Background: an optimization exercise with open tools, aiming at small area. Do not read the settings as production practice. Function was checked by simulation only, so behaviour that the tests miss may differ from the original. No driver is modelled on the clock port, so clocking that relies on it looks cheaper here than on a real chip. Power and IR drop assume default switching activity.

==> flow/design.v (excerpt) <==
module uart_loopback(
    Clk,
    Rst_n,
    uart_rx,
    uart_tx,
    DIO,
    SRCLK,
    RCLK
);
    input  Clk;
    input  Rst_n;
    input  uart_rx;
    output uart_tx;
    output DIO;
    output SRCLK;
    output RCLK;
    reg s1, s2, r1, r2;
    always @(posedge Clk or negedge Rst_n)
        if (!Rst_n) begin
            s1 <= 1'b0; s2 <= 1'b0; r1 <= 1'b0; r2 <= 1'b0;
        end else begin
            s1 <= uart_rx; s2 <= s1; r1 <= s2; r2 <= r1;
        end
    wire nedge = ~r1 & r2;
    reg       rx_on;       
    reg [4:0] rdiv;        
    reg       rtick;       
    reg [7:0] rcnt;        
    reg [2:0] acc;         
    reg [7:0] rsr;         
    reg       bdone;       
    wire r_is12  = (rcnt == 8'd12);
    wire r_is155 = (rcnt == 8'd155);
    wire r_is159 = (rcnt == 8'd159);
    wire acc_hi  = acc[2] | (acc[1] & acc[0]);    
    always @(posedge Clk or negedge Rst_n)
        if (!Rst_n) begin
            rcnt  <= 8'd0;
            rx_on <= 1'b0;
        end else begin
            if (r_is159 | (r_is12 & acc_hi))
                rcnt <= 8'd0;
            else
                rcnt <= rcnt + {7'd0, rtick};
            if (nedge)
  ...
Settings: LEC_CHECK=0, CAP_MARGIN=0, CORE_MARGIN=2, CORE_UTILIZATION=60, SLEW_MARGIN=0; clock period 10.0 ns.
standard.sh (not shown) runs the stock make flow with config.mk's settings and CLKGATE_MAP_FILE= SYNTH_SCRIPT=/design/flow/synth_recipe.tcl, a recipe that flattens the netlist after the stock synthesis.
==> flow/flow/run.sh <==
#!/bin/bash
# Standard ORFS layout with a leaner clock tree: CTS with clkbuf_4 and no
# dummy loads, then clock buffers whose sinks see high slew are upsized to
# clkbuf_8; minimum-size port buffers. Each tool's output goes to its own log.
set -uo pipefail
export CTS_ARGS="-sink_clustering_enable -repair_clock_nets -dont_use_dummy_load -buf_list sky130_fd_sc_hd__clkbuf_4"
export BUFFER_PORTS_ARGS="-buffer_cell sky130_fd_sc_hd__buf_1"
R=orfs/results/sky130hd/uart_loopback/base
bash standard.sh cts > standard_flow_to_cts.log 2>&1 || exit 1
openroad -no_init -exit flow/fix_clock.tcl > fix_clock.log 2>&1 || exit 1
bash standard.sh > standard_flow_finish.log 2>&1
status=$?
cp -r orfs/logs/sky130hd/uart_loopback/base ./orfs_logs 2>/dev/null || true
exit $status
==> flow/flow/fix_clock.tcl <==
# Upsize clock buffers whose sink pins see more than 116 ps of slew.
set R orfs/results/sky130hd/uart_loopback/base
read_liberty $::env(FLOW_HOME)/platforms/sky130hd/lib/sky130_fd_sc_hd__tt_025C_1v80.lib
read_db $R/4_cts.odb
read_sdc $R/4_cts.sdc
source $::env(FLOW_HOME)/platforms/sky130hd/setRC.tcl
estimate_parasitics -placement
set big [get_lib_cells */sky130_fd_sc_hd__clkbuf_8]
set n 0
foreach inst [get_cells clkbuf_*] {
  set out [get_pins -of_objects $inst -filter "direction == output"]
  set worst 0
  foreach p [get_pins -of_objects [get_nets -of_objects $out] -filter "direction == input"] {
    set s [get_property $p slew_max]
    if {$s > $worst} { set worst $s }
  }
  puts "clock buffer [get_name $inst] [get_property $inst ref_name] worst sink slew $worst"
  if {$worst > 0.116} {
    replace_cell $inst $big
    incr n
  }
}
puts "upsized $n clock buffers"
detailed_placement
check_placement -verbose
estimate_parasitics -placement
set worst 0
foreach pin [get_pins -hierarchical */CLK] {
  set s [get_property $pin slew_max]
  if {$s > $worst} { set worst $s }
}
puts "worst clock pin slew after upsizing $worst"
write_db $R/4_cts.odb
Then changed:
- CORE_UTILIZATION: 60 -> 70
What happened:
- synthesized area is unchanged
- total power rises by 0.54%
- via count climbs by 2.3%
- routed wire length increases by 2.4%
- first-iteration DRC count grows by 25%
- setup slack got worse by 60 ps
- non-clock buffer count stays the same
- cell count falls by 1.6%
- clock power climbs by about 2%
Then changed:
- CORE_UTILIZATION: 70 -> 80
The new run finished clean.
Routed wire length rises by 7.1%.
Setup slack degrades by 5.2 ps.
Power rises by 1.5%.
Cell count falls by 4.4%.
Then changed:
--- a/flow/flow/fix_clock.tcl
+++ b/flow/flow/fix_clock.tcl
@@ -1 +1 @@
-# Upsize clock buffers whose sink pins see more than 116 ps of slew.
+# Upsize clock buffers whose sink pins see more than 100 ps of slew.
@@ -18 +18 @@
-  if {$worst > 0.116} {
+  if {$worst > 0.100} {
- CORE_UTILIZATION: 80 -> 60
Effect: Worst setup slack improved by 41 ps; wire length went down by about 9%; sequential share of layout area went down by 0.64 points; via count went down by 5.1%; register-to-register slack improved by 50 ps; clock skew stays flat; cell area went up by about 1%; power went up by 0.77%; global-route usage went down by 8.2 points.

* * *

== v14 ==
The RTL this note starts from:
==> flow/design.v <==
module uart_loopback(
    Clk,
    Rst_n,
    uart_rx,
    uart_tx,
    DIO,
    SRCLK,
    RCLK
);
    input  Clk;
    input  Rst_n;
    input  uart_rx;
    output uart_tx;
    output DIO;
    output SRCLK;
    output RCLK;
    reg s1, s2, r1, r2;
    always @(posedge Clk or negedge Rst_n)
        if (!Rst_n) begin
            s1 <= 1'b0; s2 <= 1'b0; r1 <= 1'b0; r2 <= 1'b0;
        end else begin
            s1 <= uart_rx; s2 <= s1; r1 <= s2; r2 <= r1;
        end
    wire nedge = ~r1 & r2;
    reg       rx_on;       
    reg [4:0] rdiv;        
    reg       rtick;       
    reg [7:0] rcnt;        
    reg [2:0] acc;         
    reg [7:0] rsr;         
    reg       bdone;       
    wire r_is12  = (rcnt == 8'd12);
    wire r_is155 = (rcnt == 8'd155);
    wire r_is159 = (rcnt == 8'd159);
    wire acc_hi  = acc[2] | (acc[1] & acc[0]);    
    always @(posedge Clk or negedge Rst_n)
        if (!Rst_n) begin
            rcnt  <= 8'd0;
            rx_on <= 1'b0;
        end else begin
            if (r_is159 | (r_is12 & acc_hi))
                rcnt <= 8'd0;
            else if (rtick)
                rcnt <= rcnt + 8'd1;
            if (nedge)
                rx_on <= 1'b1;
            else if (bdone | (r_is12 & acc_hi) | (r_is155 & ~acc_hi))
                rx_on <= 1'b0;
        end
    always @(posedge Clk) begin
        if (rx_on && rdiv != 5'h13)
            rdiv <= {rdiv[3:0], ~(rdiv[4] ^ rdiv[2])};
        else
            rdiv <= 5'd0;
        rtick <= (rdiv == 5'h01);
        bdone <= r_is159;
    end
    always @(posedge Clk)
        if (rtick) begin
            if (rcnt[3:0] == 4'd0) begin
                acc <= 3'd0;
                rsr <= {acc[2], rsr[7:1]};
            end else if (rcnt[3:0] >= 4'd6 && rcnt[3:0] <= 4'd11)
                acc <= acc + {2'b0, s2};
        end
    localparam WZ = 2'd0, WI = 2'd1, WA = 2'd2, WB = 2'd3;
    reg [1:0]  wst;
    reg [5:0]  wcnt;       
    reg        wdone;
    reg [31:0] dr;
    reg [31:0] data;       
    reg        to_state;
    reg [13:0] tcnt;       
    reg        tflag;
    wire t_full = (tcnt == 14'h3e25);
    always @(posedge Clk or negedge Rst_n)
        if (!Rst_n)
            to_state <= 1'b0;
        else if (!uart_rx)
            to_state <= 1'b1;
        else if (bdone)
            to_state <= 1'b0;
    always @(posedge Clk) begin
        if (!to_state || bdone)
            tcnt <= 14'd0;
        else if (!t_full)
            tcnt <= {tcnt[12:0], ~(tcnt[13] ^ tcnt[1] ^ tcnt[0])};
        if (t_full)
            tflag <= 1'b1;
        else if (!wst[1])
            tflag <= 1'b0;
    end
    always @(posedge Clk or negedge Rst_n)
        if (!Rst_n)
            wst <= WZ;
        else case (wst)
            WZ:      wst <= WI;
            WI:      if (bdone) wst <= WA;
            WA:      if (tflag) wst <= WI; else if (bdone) wst <= WB;
            default: wst <= (wcnt[5:2] != 4'd0) ? WZ : WA;
        endcase
    always @(posedge Clk) begin
        case (wst)
            WZ: begin
                wdone <= 1'b0;
                wcnt  <= 6'd0;
                data  <= dr;
                dr    <= 32'd0;
            end
            WI: begin
                wdone <= 1'b0;
                if (bdone) begin
                    wcnt <= wcnt + 6'd1;
                    dr   <= {rsr, dr[31:8]};
                end else
                    dr   <= 32'd0;
            end
            WA:
                if (tflag)
                    wdone <= 1'b1;
                else if (bdone) begin
                    wcnt <= wcnt + 6'd1;
                    dr   <= {rsr, dr[31:8]};
                end
            default:
                if (wcnt[5:2] != 4'd0)
                    wdone <= 1'b1;
        endcase
    end
    reg [3:0]  tslot;
    reg [1:0]  tbyte;
    reg [8:0]  ttim;       
    reg [15:0] tcp;        
    wire t_last = (tbyte == 2'd3);
    wire t_end  = (tslot == 4'd14) ? ttim[4] :
                  (tslot == 4'd8)  ? (t_last ? (ttim == 9'h0d8) : (ttim == 9'h014)) :
                                     (ttim == 9'h0b6);
    always @(posedge Clk or negedge Rst_n)
        if (!Rst_n)
            tslot <= 4'd13;
        else if (tslot == 4'd13) begin
            if (wdone)
                tslot <= 4'd14;
        end else if (t_end)
            tslot <= (tslot == 4'd8) ? (t_last ? 4'd13 : 4'd15) : tslot + 4'd1;
    always @(posedge Clk)
        if (tslot == 4'd13) begin
            ttim  <= 9'd0;
            tbyte <= 2'd0;
        end else if (t_end) begin
            ttim <= 9'd0;
            if (tslot == 4'd8)
                tbyte <= tbyte + 2'd1;
        end else
            ttim <= {ttim[7:0], ~(ttim[8] ^ ttim[4])};
    always @(posedge Clk)
        if (tslot == 4'd14)
            tcp <= data[31:16];
    wire [31:0] tword = {tcp, data[15:0]};
    wire        tbit  = tword[{tbyte, tslot[2:0]}];
    assign uart_tx = ~((tslot == 4'd15) | (~tslot[3] & ~tbit));
    reg [5:0]  c6;         
    reg [11:0] hhi;        
    reg [2:0]  wsel;       
    reg        wrap_d;
    reg        dio_r, srclk_r;
    wire c_lo15 = (c6[3:0] == 4'd15);
    wire h_wrap = ((hhi & 12'hfee) == 12'hbea);
    always @(posedge Clk or negedge Rst_n)
        if (!Rst_n) begin
            c6   <= 6'd0;
            hhi  <= 12'd0;
            wsel <= 3'd0;
        end else begin
            c6 <= c6 + 6'd1;
            if (c_lo15)
                hhi <= h_wrap ? 12'd0 : {hhi[10:0], ~(hhi[11] ^ hhi[0])};
            if (wrap_d)
                wsel <= wsel + 3'd1;
        end
    always @(posedge Clk)
        wrap_d <= c_lo15 & h_wrap;
    wire [31:0] disp = {data[7:0], data[15:8], data[23:16], data[31:24]};
    wire [3:0]  nib  = disp[{wsel, 2'b00} +: 4];
    reg  [7:0]  seg;
    always @(*)
        case (nib)
            4'd0:  seg = 8'b1100_0000;
            4'd1:  seg = 8'b1111_1001;
            4'd2:  seg = 8'b1010_0100;
            4'd3:  seg = 8'b1011_0000;
            4'd4:  seg = 8'b1001_1001;
            4'd5:  seg = 8'b1001_0010;
            4'd6:  seg = 8'b1000_0010;
            4'd7:  seg = 8'b1111_1000;
            4'd8:  seg = 8'b1000_0000;
            4'd9:  seg = 8'b1001_0000;
            4'd10: seg = 8'b1000_1000;
            4'd11: seg = 8'b1000_0011;
            4'd12: seg = 8'b1100_0110;
            4'd13: seg = 8'b1010_0001;
            4'd14: seg = 8'b1000_0110;
            default: seg = 8'b1000_1110;
        endcase
    wire [2:0] pos = ~c6[4:2];
    wire seg_bit = seg[pos];
    wire sel_bit = (wsel == pos);
    wire dio_d   = c6[5] ? sel_bit : seg_bit;
    always @(posedge Clk or negedge Rst_n)
        if (!Rst_n) begin
            dio_r   <= 1'b0;
            srclk_r <= 1'b0;
        end else begin
            if (!c6[1])
                dio_r <= dio_d;
            srclk_r <= c6[1];
        end
    assign DIO   = dio_r;
    assign SRCLK = srclk_r;
    assign RCLK  = (c6 == 6'd1) | (c6 == 6'd2);
endmodule
clock: 10.0 ns
lec_check: 0
cap_margin: 20
core_margin: 2
core_utilization: 60
slew_margin: 20
==> flow/flow/run.sh <==
#!/bin/bash
# Standard ORFS layout with a leaner clock tree (no dummy loads, clkbuf_8)
# and minimum-size port buffers. Each tool's output goes to its own log.
set -uo pipefail
export CTS_ARGS="-sink_clustering_enable -repair_clock_nets -dont_use_dummy_load -buf_list sky130_fd_sc_hd__clkbuf_8"
export BUFFER_PORTS_ARGS="-buffer_cell sky130_fd_sc_hd__buf_1"
bash standard.sh > standard_flow.log 2>&1
status=$?
cp -r orfs/logs/*/uart_loopback/base ./orfs_logs 2>/dev/null || true
exit $status
v14 ended with every stage complete and zero timing, DRC or antenna violations.
### v14 -> v40
# v14
export LEC_CHECK = 0
export CAP_MARGIN = 20
export CORE_MARGIN = 2
export CORE_UTILIZATION = 60
export SLEW_MARGIN = 20
create_clock -name core_clock -period 10.0 [get_ports {Clk}]
# v40
export LEC_CHECK = 0
export CAP_MARGIN = 20
export CORE_MARGIN = 2
export CORE_UTILIZATION = 60
export CTS_BUF_LIST = sky130_fd_sc_hd__clkbuf_8
export SLEW_MARGIN = 20
create_clock -name core_clock -period 10.0 [get_ports {Clk}]
==> flow/run.sh (new file) <==
#!/bin/bash
# synth_recipe.tcl (not shown) runs the flow's synth.tcl, then flattens the netlist and writes it again
# the make line also repeats each setting of config.mk as NAME=value (left out here)
make -C /OpenROAD-flow-scripts/flow DESIGN_CONFIG=/design/flow/config.mk WORK_HOME=/design/flow/orfs CLKGATE_MAP_FILE= SYNTH_SCRIPT=/design/flow/synth_recipe.tcl finish
removed: flow/flow/run.sh
removed: flow/standard.sh
Results
Re total global-route track usage: v40 is 0.33 points down on v14. Diff v14 -> v40: global-route wire length before repair went down by 150 µm; worst path setup slack after routing went down by 350 ps; final critical-path required period went up by 350 ps. The detailed-route wire length of v40 was superior to that of v14. Maximum VDD drop (v40 vs. v14) decreases by more than 10%. Between v14 and v40, the number of antenna violations at the first check in global routing does not differ in any meaningful way. Status: die span in x parity (v40, v14).
#### Input delta (v55 over v40)
# v40
export LEC_CHECK = 0
export CAP_MARGIN = 20
export CORE_MARGIN = 2
export CORE_UTILIZATION = 60
export CTS_BUF_LIST = sky130_fd_sc_hd__clkbuf_8
export SLEW_MARGIN = 20
create_clock -name core_clock -period 10.0 [get_ports {Clk}]
# v55
export LEC_CHECK = 0
export CAP_MARGIN = 0
export CORE_MARGIN = 2
export CORE_UTILIZATION = 60
export SLEW_MARGIN = 0
create_clock -name core_clock -period 10.0 [get_ports {Clk}]
==> flow/flow/run.sh (new file) <==
#!/bin/bash
# Standard ORFS layout with a leaner clock tree (no dummy loads, clkbuf_8)
# and minimum-size port buffers. Each tool's output goes to its own log.
set -uo pipefail
export CTS_ARGS="-sink_clustering_enable -repair_clock_nets -dont_use_dummy_load -buf_list sky130_fd_sc_hd__clkbuf_8"
export BUFFER_PORTS_ARGS="-buffer_cell sky130_fd_sc_hd__buf_1"
bash standard.sh > standard_flow.log 2>&1
status=$?
cp -r orfs/logs/*/uart_loopback/base ./orfs_logs 2>/dev/null || true
exit $status
==> flow/standard.sh (new file) <==
#!/bin/bash
# synth_recipe.tcl (not shown) runs the flow's synth.tcl, then flattens the netlist and writes it again
# the make line also repeats each setting of config.mk as NAME=value (left out here)
make -C /OpenROAD-flow-scripts/flow DESIGN_CONFIG=/design/flow/config.mk WORK_HOME=/design/flow/orfs CLKGATE_MAP_FILE= SYNTH_SCRIPT=/design/flow/synth_recipe.tcl "${@:-finish}"
removed: flow/run.sh
## What came out
- Final clock period utilization by the worst path on v55 is down relative to v40.
- Final cell area: v55 below v40
- Compared to v40, the routing of v55 uses more wire.
- Compared v40 against v55; post-synthesis share of cell area spent on full adders, half adders and majority gates within noise.
- Diff v40 -> v55: total routing usage reported by global routing higher, setup slack after placement increased 310 ps.
- v40 -> v55: internal power component decreased by a few percent
- v55: full flow OK, the timing, design-rule and antenna checks passed
- Higher detailed-placement wirelength estimate among v55 and v40: v55

## afterwards: timing with drivers on the ports
Ports are ideal in the flow. The routed layouts listed here were re-timed in OpenROAD. Step 1 (the two cells are an assumption about what drives the block):
set clk [get_ports {Clk}]
set_driving_cell -lib_cell sky130_fd_sc_hd__clkbuf_16 $clk
set_driving_cell -lib_cell sky130_fd_sc_hd__buf_2 [delete_from_list [all_inputs] $clk]
Step 2 also shifts input and output timing later by t, the mid clock arrival at the registers, as if the neighbouring blocks saw the same clock. Three values: ideal ports, drivers, drivers and shift; two values: the first two.
| run | t (ns) | setup slack, ns | worst hold slack (ns) |
|---|---|---|---|
| the first run of note 1 | 0.459 | 5.391 / 5.358 / 5.817 | 0.363 / 0.363 / 0.363 |
| the second run of note 1 | 0.461 | 5.331 / 5.296 / 5.756 | 0.351 / 0.351 / 0.351 |
| the third run of note 1 | 0.442 | 5.325 / 5.291 / 5.733 | 0.357 / 0.357 / 0.357 |
| the fourth run of note 1 | 0.474 | 5.366 / 5.329 / 5.803 | 0.356 / 0.356 / 0.356 |
| v14 | 0.477 | 5.368 / 5.334 / 5.811 | 0.368 / 0.368 / 0.368 |
| v40 | 0.484 | 5.015 / 4.980 / 5.464 | 0.357 / 0.357 / 0.357 |
| v55 | 0.476 | 5.377 / 5.342 / 5.818 | 0.368 / 0.368 / 0.368 |
After both steps every run listed still meets setup and hold.
